Background: an optimization exercise with open tools, aiming at small area and a short achievable clock period. Do not read the settings as production practice. Where RTL was checked, it was by simulation tests only, not by an equivalence proof against the original. Power figures rest on the tool's default switching activity, not on a simulated workload.

==> inputs of build 6 <==
==> flow/design.v (excerpt) <==
module top_level (
    input wire clk,
    input wire rst_n,
    input  wire [15:0] axi_awaddr,
    input  wire        axi_awvalid,
    output wire        axi_awready,
    input  wire [2:0]  axi_awprot,
    input  wire [31:0] axi_wdata,
    input  wire [3:0]  axi_wstrb,
    input  wire        axi_wvalid,
    output wire        axi_wready,
    output wire [1:0]  axi_bresp,
    output wire        axi_bvalid,
    input  wire        axi_bready,
    input  wire [15:0] axi_araddr,
    input  wire        axi_arvalid,
    output wire        axi_arready,
    input  wire [2:0]  axi_arprot,
    output wire [31:0] axi_rdata,
    output wire [1:0]  axi_rresp,
    output wire        axi_rvalid,
    input  wire        axi_rready,
    output wire [31:0] mem_addr,
    output wire [15:0] mem_wdata,
    input  wire [15:0] mem_rdata,
    output wire        mem_we,
    output wire        mem_oe,
    output wire        mem_ce,
    input  wire        mem_ready,
    output wire [7:0]  led_status,
    output wire        led_error,
    output wire        irq_out
);
    wire reset = !rst_n;
    reg wr_dat, wr_rsp;
    wire wr_idle = !wr_dat & !wr_rsp;
    always @(posedge clk or posedge reset) begin
        if (reset) begin
            wr_dat <= 1'b0;
            wr_rsp <= 1'b0;
        end else begin
            wr_dat <= wr_idle & axi_awvalid & axi_wvalid;
            wr_rsp <= wr_dat | (wr_rsp & !axi_bready);
        end
    end
    reg rd_dat, rd_rsp;
    wire rd_idle = !rd_dat & !rd_rsp;
    always @(posedge clk or posedge reset) begin
        if (reset) begin
            rd_dat <= 1'b0;
            rd_rsp <= 1'b0;
        end else begin
            rd_dat <= rd_idle & axi_arvalid;
            rd_rsp <= rd_dat | (rd_rsp & !axi_rready);
        end
    end
    assign axi_awready = wr_dat;
  ...
==> flow/config.mk <==
export PLATFORM = sky130hd
export DESIGN_NAME = top_level
export DESIGN_NICKNAME = top_level
export VERILOG_FILES = /design/flow/design.v
export SDC_FILE = /design/flow/constraint.sdc
export NUM_CORES = 4
export LEC_CHECK = 0
export CAP_MARGIN = 0
export CORE_MARGIN = 2
export CORE_UTILIZATION = 45
export GPL_ROUTABILITY_DRIVEN = 1
export PLACE_DENSITY = 0.6
export SLEW_MARGIN = 0
export BUFFER_PORTS_ARGS = -buffer_cell sky130_fd_sc_hd__buf_1
export CTS_ARGS = -sink_clustering_enable -repair_clock_nets -dont_use_dummy_load -buf_list sky130_fd_sc_hd__clkbuf_16 -sink_clustering_size 30 -sink_clustering_max_diameter 100
==> flow/constraint.sdc <==
create_clock -name core_clock -period 300.0 [get_ports {clk}]
set_input_delay 60.0000 -clock core_clock [delete_from_list [all_inputs] [get_ports {clk}]]
set_output_delay 60.0000 -clock core_clock [all_outputs]
set_load 0.01 [all_outputs]
standard.sh (not shown) runs the stock make flow with config.mk's settings and CLKGATE_MAP_FILE= SYNTH_SCRIPT=/design/flow/synth_recipe.tcl, a recipe that flattens the netlist after the stock synthesis.
==> flow/flow/run.sh <==
#!/bin/bash
# Own layout flow: the standard ORFS flow (standard.sh), with buf_1 as
# the port buffer cell and CTS without dummy loads.
set -euo pipefail
cd "$(dirname "$0")/.."
{
  echo 'export BUFFER_PORTS_ARGS = -buffer_cell sky130_fd_sc_hd__buf_1'
  echo 'export CTS_ARGS = -sink_clustering_enable -repair_clock_nets -dont_use_dummy_load -buf_list sky130_fd_sc_hd__clkbuf_16 -sink_clustering_size 30 -sink_clustering_max_diameter 100'
} >> config.mk
bash standard.sh > standard_flow.log 2>&1
==> inputs of trial 72, as changes to build 6 <==
==> flow/flow/run.sh (replaced) <==
#!/bin/bash
# Own layout flow: the standard ORFS flow (standard.sh) with a few
# ORFS variables added to config.mk.
set -euo pipefail
cd "$(dirname "$0")/.."
{
  echo 'export BUFFER_PORTS_ARGS = -buffer_cell sky130_fd_sc_hd__buf_1'
  echo 'export CTS_ARGS = -sink_clustering_enable -repair_clock_nets -dont_use_dummy_load -buf_list sky130_fd_sc_hd__clkbuf_16 -sink_clustering_size 30 -sink_clustering_max_diameter 100'
  echo 'export SKIP_REPAIR_TIE_FANOUT = 1'
} >> config.mk
bash standard.sh > standard_flow.log 2>&1
CAP_MARGIN = 10   (was 0)
CORE_UTILIZATION = 60   (was 45)
PLACE_DENSITY = 0.7   (was 0.6)
SKIP_REPAIR_TIE_FANOUT = 1   (was not set)
SLEW_MARGIN = 10   (was 0)
==> inputs of build 96, as changes to build 6 <==
GPL_TIMING_DRIVEN = 0   (was not set)
==> reports/results.tsv <==
stage	metric	value	unit
routing	Routed WL	57000	um
status	status	timing/DRC/antenna clean	
power_and_ir_drop	Clk power	31.4	uW
power_and_ir_drop	Final Power	110	uW
routing	DRT met1 WL	24500	um
floorplan	Row Count	77	
final_layout	clk cell area share	2.31	%
(the above is from build 6)
==> reports/results.tsv <==
stage	metric	value	unit
power_and_ir_drop	combinational power share	3.0	%
final_layout	clk cell area share	2.35	%
routing	DRT met1 WL	22200	um
floorplan	Row Count	67	
power_and_ir_drop	Final Power	110	uW
status	status	timing/DRC/antenna clean	
power_and_ir_drop	Clk power	31.3	uW
clock_tree	Worst-Skew Late Latency	0.55	ns
(the above is from trial 72)
==> reports/results.tsv <==
stage	metric	value	unit
routing	Routed WL	66200	um
worst_setup_path	CP Capture Point	led_status[4]	
logic_synthesis	Synth Area in Compound Gates	12.6	%
floorplan	Row Count	77	
power_and_ir_drop	Final Power	111	uW
final_layout	Nets	1738	
status	status	timing/DRC/antenna clean	
final_layout	clk cell area share	2.19	%
clock_tree	CTS hold repair buffers	0	
floorplan	initial core utilization	45.8	%
routing	DRT met1 WL	26600	um
(the above is from build 96)

========
==> amber <==
Starting RTL as in the previous note.
Settings: LEC_CHECK=0, CAP_MARGIN=10, CORE_MARGIN=2, CORE_UTILIZATION=45, GPL_ROUTABILITY_DRIVEN=1, PLACE_DENSITY=0.6, SLEW_MARGIN=10, BUFFER_PORTS_ARGS=-buffer_cell sky130_fd_sc_hd__buf_1, CTS_ARGS=-sink_clustering_enable -repair_clock_nets -dont_use_dummy_load -buf_list sky130_fd_sc_hd__clkbuf_16 -sink_clustering_size 30 -sink_clustering_max_diameter 100, SKIP_REPAIR_TIE_FANOUT=1; clock period 300.0 ns.
==> flow/flow/run.sh <==
#!/bin/bash
# Own layout flow: the standard ORFS flow (standard.sh) with a few
# ORFS variables added to config.mk.
set -euo pipefail
cd "$(dirname "$0")/.."
{
  echo 'export BUFFER_PORTS_ARGS = -buffer_cell sky130_fd_sc_hd__buf_1'
  echo 'export CTS_ARGS = -sink_clustering_enable -repair_clock_nets -dont_use_dummy_load -buf_list sky130_fd_sc_hd__clkbuf_16 -sink_clustering_size 30 -sink_clustering_max_diameter 100'
  echo 'export SKIP_REPAIR_TIE_FANOUT = 1'
} >> config.mk
bash standard.sh > standard_flow.log 2>&1
==> sierra: changes against amber <==
--- a/flow/design.v
+++ b/flow/design.v
@@ -2,31 +2,23 @@
     input  wire        clk,
     input  wire        rst,
     input  wire        valid,
     input  wire        pos_hi_zero,
     input  wire [9:0]  pos_lo,
     input  wire [31:0] base_score,
-    input  wire        base_valid,
-    output wire [31:0] result,
+    output reg  [31:0] result,
     output reg  [15:0] rank,
     output reg         seen
 );
     wire [9:0] bias_lut;
     bias_table lut (.p(pos_lo), .bias_lut(bias_lut));
     wire [9:0] bias = {10{pos_hi_zero}} & bias_lut;
-    wire [10:0] lo_sum = {1'b0, {10{base_valid}} & base_score[9:0]} + {1'b0, bias};
-    wire [21:0] hi_sum = base_score[31:10] + {21'd0, lo_sum[10]};
-    reg  [31:0] res_q;
-    reg         hi_valid;
     always @(posedge clk) begin
-        if (valid) begin
-            res_q    <= {hi_sum, lo_sum[9:0]};
-            hi_valid <= base_valid;
-        end
+        if (valid)
+            result <= base_score + {22'd0, bias};
     end
-    assign result = {{22{hi_valid}} & res_q[31:10], res_q[9:0]};
     always @(posedge clk or posedge rst) begin
         if (rst) begin
             rank <= 16'd0;
             seen <= 1'b0;
         end else begin
             rank <= rank + {15'd0, valid & seen};
@@ -752,47 +744,47 @@
         wa_idx <= axi_awaddr[5:2];
         ra_hit <= (axi_araddr[15:6] == 10'd0) & (axi_araddr[1:0] == 2'b00);
         ra_idx <= axi_araddr[5:2];
     end
     wire [15:0] wsel = {16{wr_dat & wa_hit}} & (16'd1 << wa_idx);
     wire [15:0] rsel = {16{ra_hit}} & (16'd1 << ra_idx);
-    reg [31:0] score_q, ctrl_q, cfg_q, keyl_q, keyh_q, root_q, hashl_q, hashh_q, segl_q, segh_q, posl_q, posh_q;
-    reg        score_v, ctrl_v, cfg_v, keyl_v, keyh_v, root_v, hashl_v, hashh_v, segl_v, segh_v, posl_v, posh_v;
+    reg [31:0] ctrl_q, cfg_q, keyl_q, keyh_q, root_q, hashl_q, hashh_q, segl_q, segh_q, posl_q, posh_q;
+    reg        ctrl_v, cfg_v, keyl_v, keyh_v, root_v, hashl_v, hashh_v, segl_v, segh_v, posl_v, posh_v;
+    reg [31:0] score_q;
     always @(posedge clk) begin
         if (wsel[0])  ctrl_q  <= axi_wdata;
         if (wsel[2])  cfg_q   <= axi_wdata;
         if (wsel[4])  keyl_q  <= axi_wdata;
         if (wsel[5])  keyh_q  <= axi_wdata;
         if (wsel[6])  root_q  <= axi_wdata;
         if (wsel[8])  hashl_q <= axi_wdata;
         if (wsel[9])  hashh_q <= axi_wdata;
         if (wsel[10]) segl_q  <= axi_wdata;
         if (wsel[11]) segh_q  <= axi_wdata;
         if (wsel[12]) posl_q  <= axi_wdata;
         if (wsel[13]) posh_q  <= axi_wdata;
-        if (wsel[14]) score_q <= axi_wdata;
     end
     always @(posedge clk or posedge reset) begin
         if (reset) begin
             ctrl_v <= 1'b0; cfg_v <= 1'b0; keyl_v <= 1'b0; keyh_v <= 1'b0;
             root_v <= 1'b0; hashl_v <= 1'b0; hashh_v <= 1'b0; segl_v <= 1'b0;
             segh_v <= 1'b0; posl_v <= 1'b0; posh_v <= 1'b0;
-            score_v <= 1'b0;
+            score_q <= 32'd0;
         end else begin
             if (wsel[0])  ctrl_v  <= 1'b1;
             if (wsel[2])  cfg_v   <= 1'b1;
             if (wsel[4])  keyl_v  <= 1'b1;
             if (wsel[5])  keyh_v  <= 1'b1;
             if (wsel[6])  root_v  <= 1'b1;
             if (wsel[8])  hashl_v <= 1'b1;
             if (wsel[9])  hashh_v <= 1'b1;
             if (wsel[10]) segl_v  <= 1'b1;
             if (wsel[11]) segh_v  <= 1'b1;
             if (wsel[12]) posl_v  <= 1'b1;
             if (wsel[13]) posh_v  <= 1'b1;
-            if (wsel[14]) score_v <= 1'b1;
+            if (wsel[14]) score_q <= axi_wdata;
         end
     end
     wire ranker_valid = ctrl_v & ctrl_q[1];
     wire [31:0] rnk_res;
     wire [15:0] rnk_rank;
     wire        rnk_seen;
@@ -802,13 +794,12 @@
         .clk(clk),
         .rst(reset),
         .valid(ranker_valid),
         .pos_hi_zero(pos_hi_zero),
         .pos_lo(pos_lo),
         .base_score(score_q),
-        .base_valid(score_v),
         .result(rnk_res),
         .rank(rnk_rank),
         .seen(rnk_seen)
     );
     wire [31:0] rmux =
           ({32{rsel[0]  & ctrl_v}}  & ctrl_q)
@@ -820,13 +811,13 @@
         | ({32{rsel[8]  & hashl_v}} & hashl_q)
         | ({32{rsel[9]  & hashh_v}} & hashh_q)
         | ({32{rsel[10] & segl_v}}  & segl_q)
         | ({32{rsel[11] & segh_v}}  & segh_q)
         | ({32{rsel[12] & posl_v}}  & posl_q)
         | ({32{rsel[13] & posh_v}}  & posh_q)
-        | ({32{rsel[14] & score_v}} & score_q)
+        | ({32{rsel[14]}}           & score_q)
         | ({32{rsel[15] & rnk_seen}} & rnk_res)
         | ({32{!ra_hit}}            & 32'hDEADBEEF);
     reg [31:0] rd_data_q;
     always @(posedge clk or posedge reset) begin
         if (reset)
             rd_data_q <= 32'd0;
==> flow/flow/run.sh (replaced) <==
#!/bin/bash
# Own layout flow: the standard ORFS flow (standard.sh), with buf_1 as
# the port buffer cell and CTS without dummy loads.
set -euo pipefail
cd "$(dirname "$0")/.."
{
  echo 'export BUFFER_PORTS_ARGS = -buffer_cell sky130_fd_sc_hd__buf_1'
  echo 'export CTS_ARGS = -sink_clustering_enable -repair_clock_nets -dont_use_dummy_load -buf_list sky130_fd_sc_hd__clkbuf_16 -sink_clustering_size 30 -sink_clustering_max_diameter 100'
} >> config.mk
bash standard.sh > standard_flow.log 2>&1
--- a/flow/config.mk
+++ b/flow/config.mk
@@ -10,7 +10,6 @@
 export CORE_UTILIZATION = 45
 export GPL_ROUTABILITY_DRIVEN = 1
 export PLACE_DENSITY = 0.6
 export SLEW_MARGIN = 10
 export BUFFER_PORTS_ARGS = -buffer_cell sky130_fd_sc_hd__buf_1
 export CTS_ARGS = -sink_clustering_enable -repair_clock_nets -dont_use_dummy_load -buf_list sky130_fd_sc_hd__clkbuf_16 -sink_clustering_size 30 -sink_clustering_max_diameter 100
-export SKIP_REPAIR_TIE_FANOUT = 1
==> cedar: changes against amber <==
--- a/flow/config.mk
+++ b/flow/config.mk
@@ -2,12 +2,13 @@
 export DESIGN_NAME = top_level
 export DESIGN_NICKNAME = top_level
 export VERILOG_FILES = /design/flow/design.v
 export SDC_FILE = /design/flow/constraint.sdc
 export NUM_CORES = 4
 export LEC_CHECK = 0
+export ABC_AREA = 1
 export CAP_MARGIN = 10
 export CORE_MARGIN = 2
 export CORE_UTILIZATION = 45
 export GPL_ROUTABILITY_DRIVEN = 1
 export PLACE_DENSITY = 0.6
 export SLEW_MARGIN = 10
==> maple: changes against amber <==
--- a/flow/design.v
+++ b/flow/design.v
@@ -2,31 +2,23 @@
     input  wire        clk,
     input  wire        rst,
     input  wire        valid,
     input  wire        pos_hi_zero,
     input  wire [9:0]  pos_lo,
     input  wire [31:0] base_score,
-    input  wire        base_valid,
-    output wire [31:0] result,
+    output reg  [31:0] result,
     output reg  [15:0] rank,
     output reg         seen
 );
     wire [9:0] bias_lut;
     bias_table lut (.p(pos_lo), .bias_lut(bias_lut));
     wire [9:0] bias = {10{pos_hi_zero}} & bias_lut;
-    wire [10:0] lo_sum = {1'b0, {10{base_valid}} & base_score[9:0]} + {1'b0, bias};
-    wire [21:0] hi_sum = base_score[31:10] + {21'd0, lo_sum[10]};
-    reg  [31:0] res_q;
-    reg         hi_valid;
     always @(posedge clk) begin
-        if (valid) begin
-            res_q    <= {hi_sum, lo_sum[9:0]};
-            hi_valid <= base_valid;
-        end
+        if (valid)
+            result <= base_score + {22'd0, bias};
     end
-    assign result = {{22{hi_valid}} & res_q[31:10], res_q[9:0]};
     always @(posedge clk or posedge rst) begin
         if (rst) begin
             rank <= 16'd0;
             seen <= 1'b0;
         end else begin
             rank <= rank + {15'd0, valid & seen};
@@ -752,47 +744,47 @@
         wa_idx <= axi_awaddr[5:2];
         ra_hit <= (axi_araddr[15:6] == 10'd0) & (axi_araddr[1:0] == 2'b00);
         ra_idx <= axi_araddr[5:2];
     end
     wire [15:0] wsel = {16{wr_dat & wa_hit}} & (16'd1 << wa_idx);
     wire [15:0] rsel = {16{ra_hit}} & (16'd1 << ra_idx);
-    reg [31:0] score_q, ctrl_q, cfg_q, keyl_q, keyh_q, root_q, hashl_q, hashh_q, segl_q, segh_q, posl_q, posh_q;
-    reg        score_v, ctrl_v, cfg_v, keyl_v, keyh_v, root_v, hashl_v, hashh_v, segl_v, segh_v, posl_v, posh_v;
+    reg [31:0] ctrl_q, cfg_q, keyl_q, keyh_q, root_q, hashl_q, hashh_q, segl_q, segh_q, posl_q, posh_q;
+    reg        ctrl_v, cfg_v, keyl_v, keyh_v, root_v, hashl_v, hashh_v, segl_v, segh_v, posl_v, posh_v;
+    reg [31:0] score_q;
     always @(posedge clk) begin
         if (wsel[0])  ctrl_q  <= axi_wdata;
         if (wsel[2])  cfg_q   <= axi_wdata;
         if (wsel[4])  keyl_q  <= axi_wdata;
         if (wsel[5])  keyh_q  <= axi_wdata;
         if (wsel[6])  root_q  <= axi_wdata;
         if (wsel[8])  hashl_q <= axi_wdata;
         if (wsel[9])  hashh_q <= axi_wdata;
         if (wsel[10]) segl_q  <= axi_wdata;
         if (wsel[11]) segh_q  <= axi_wdata;
         if (wsel[12]) posl_q  <= axi_wdata;
         if (wsel[13]) posh_q  <= axi_wdata;
-        if (wsel[14]) score_q <= axi_wdata;
     end
     always @(posedge clk or posedge reset) begin
         if (reset) begin
             ctrl_v <= 1'b0; cfg_v <= 1'b0; keyl_v <= 1'b0; keyh_v <= 1'b0;
             root_v <= 1'b0; hashl_v <= 1'b0; hashh_v <= 1'b0; segl_v <= 1'b0;
             segh_v <= 1'b0; posl_v <= 1'b0; posh_v <= 1'b0;
-            score_v <= 1'b0;
+            score_q <= 32'd0;
         end else begin
             if (wsel[0])  ctrl_v  <= 1'b1;
             if (wsel[2])  cfg_v   <= 1'b1;
             if (wsel[4])  keyl_v  <= 1'b1;
             if (wsel[5])  keyh_v  <= 1'b1;
             if (wsel[6])  root_v  <= 1'b1;
             if (wsel[8])  hashl_v <= 1'b1;
             if (wsel[9])  hashh_v <= 1'b1;
             if (wsel[10]) segl_v  <= 1'b1;
             if (wsel[11]) segh_v  <= 1'b1;
             if (wsel[12]) posl_v  <= 1'b1;
             if (wsel[13]) posh_v  <= 1'b1;
-            if (wsel[14]) score_v <= 1'b1;
+            if (wsel[14]) score_q <= axi_wdata;
         end
     end
     wire ranker_valid = ctrl_v & ctrl_q[1];
     wire [31:0] rnk_res;
     wire [15:0] rnk_rank;
     wire        rnk_seen;
@@ -802,13 +794,12 @@
         .clk(clk),
         .rst(reset),
         .valid(ranker_valid),
         .pos_hi_zero(pos_hi_zero),
         .pos_lo(pos_lo),
         .base_score(score_q),
-        .base_valid(score_v),
         .result(rnk_res),
         .rank(rnk_rank),
         .seen(rnk_seen)
     );
     wire [31:0] rmux =
           ({32{rsel[0]  & ctrl_v}}  & ctrl_q)
@@ -820,13 +811,13 @@
         | ({32{rsel[8]  & hashl_v}} & hashl_q)
         | ({32{rsel[9]  & hashh_v}} & hashh_q)
         | ({32{rsel[10] & segl_v}}  & segl_q)
         | ({32{rsel[11] & segh_v}}  & segh_q)
         | ({32{rsel[12] & posl_v}}  & posl_q)
         | ({32{rsel[13] & posh_v}}  & posh_q)
-        | ({32{rsel[14] & score_v}} & score_q)
+        | ({32{rsel[14]}}           & score_q)
         | ({32{rsel[15] & rnk_seen}} & rnk_res)
         | ({32{!ra_hit}}            & 32'hDEADBEEF);
     reg [31:0] rd_data_q;
     always @(posedge clk or posedge reset) begin
         if (reset)
             rd_data_q <= 32'd0;
==> flow/flow/run.sh (replaced) <==
#!/bin/bash
# Own layout flow: the standard ORFS flow, with small port buffers
# (buf_1 instead of the default pick) and CTS without dummy loads.
set -euo pipefail
cd "$(dirname "$0")/.."
{
  echo 'export BUFFER_PORTS_ARGS = -buffer_cell sky130_fd_sc_hd__buf_1'
} >> config.mk
bash standard.sh > standard_flow.log 2>&1
==> flow/config.mk (replaced) <==
export PLATFORM = sky130hd
export DESIGN_NAME = top_level
export DESIGN_NICKNAME = top_level
export VERILOG_FILES = /design/flow/design.v
export SDC_FILE = /design/flow/constraint.sdc
export NUM_CORES = 4
export LEC_CHECK = 0
export CAP_MARGIN = 10
export CORE_MARGIN = 2
export CORE_UTILIZATION = 45
export CTS_BUF_LIST = sky130_fd_sc_hd__clkbuf_16
export CTS_CLUSTER_DIAMETER = 70
export CTS_CLUSTER_SIZE = 32
export GPL_ROUTABILITY_DRIVEN = 1
export PLACE_DENSITY = 0.6
export SLEW_MARGIN = 10
export BUFFER_PORTS_ARGS = -buffer_cell sky130_fd_sc_hd__buf_1
==> notes <==
Final cell count, highest first: cedar, maple, sierra, amber.
The lowest worst hold slack belongs to cedar, the highest to sierra.
In maple the total power is higher than in cedar, by about 12%.
Die area is about the same in sierra and amber.
Between maple and amber, the lower clock-buffer cell count is in amber (gap 9).
==> figures <==
quantity	sierra	cedar	maple	amber
Count of flip-flops with a built-in enable after synthesis	384	417	384	417
Area enclosed by the die boundary	47000 µm²	49200 µm²	47000 µm²	46900 µm²
Overall global routing resource usage	0.248	0.245	0.249	0.239
Routed wire length	58900 µm	60200 µm	59100 µm	56200 µm
Leakage power summed over all cells	7.42 nW	8.56 nW	7.69 nW	6.88 nW
Core outline area	44400 µm²	46700 µm²	44400 µm²	44400 µm²
Non-clock buffering overhead in the final layout	0.0314	0.0260	0.0306	0.0301
Vertical extent of the die	217 µm	222 µm	217 µm	217 µm
Comb power frac	0.032	0.035	0.028	0.031
Run status	finished clean	finished clean	finished clean	finished clean
Comb pwr	0.00345 mW	0.00383 mW	0.00344 mW	0.00341 mW
Synthesized cell area	20400 µm²	21400 µm²	20400 µm²	20300 µm²
Function not checked in sierra and maple: the RTL went through the layout flow alone.

port drivers added, routing unchanged:
The flow's constraints put no driver on any port. The routed layouts listed below were extracted and timed again, unchanged, in two steps. Step 1 (the two cells are an assumption about what drives the block):
set clk [get_ports {clk}]
set_driving_cell -lib_cell sky130_fd_sc_hd__clkbuf_16 $clk
set_driving_cell -lib_cell sky130_fd_sc_hd__buf_2 [delete_from_list [all_inputs] $clk]
Step 2 also shifts input and output timing later by t, the mid clock arrival at the registers, as if the neighbouring blocks saw the same clock. Three values: ideal ports, drivers, drivers and shift; two values: the first two.
| run | t, ns | setup slack, ns | worst setup path after step 2 |
|---|---|---|---|
| build 6 | 0.584 | 180.000 / 179.959 / 179.959 | input to output |
| trial 72 | 0.578 | 180.000 / 179.959 / 179.959 | input to output |
| build 96 | 0.592 | 179.779 / 179.754 / 179.754 | input to output |
| amber | 0.594 | 180.000 / 179.959 / 179.959 | input to output |
| sierra | 0.595 | 180.000 / 179.957 / 179.957 | input to output |
| cedar | 0.603 | 180.000 / 179.959 / 179.959 | input to output |
| maple | 0.643 | 180.000 / 179.957 / 179.957 | input to output |
After both steps setup and hold are still met in every run listed.
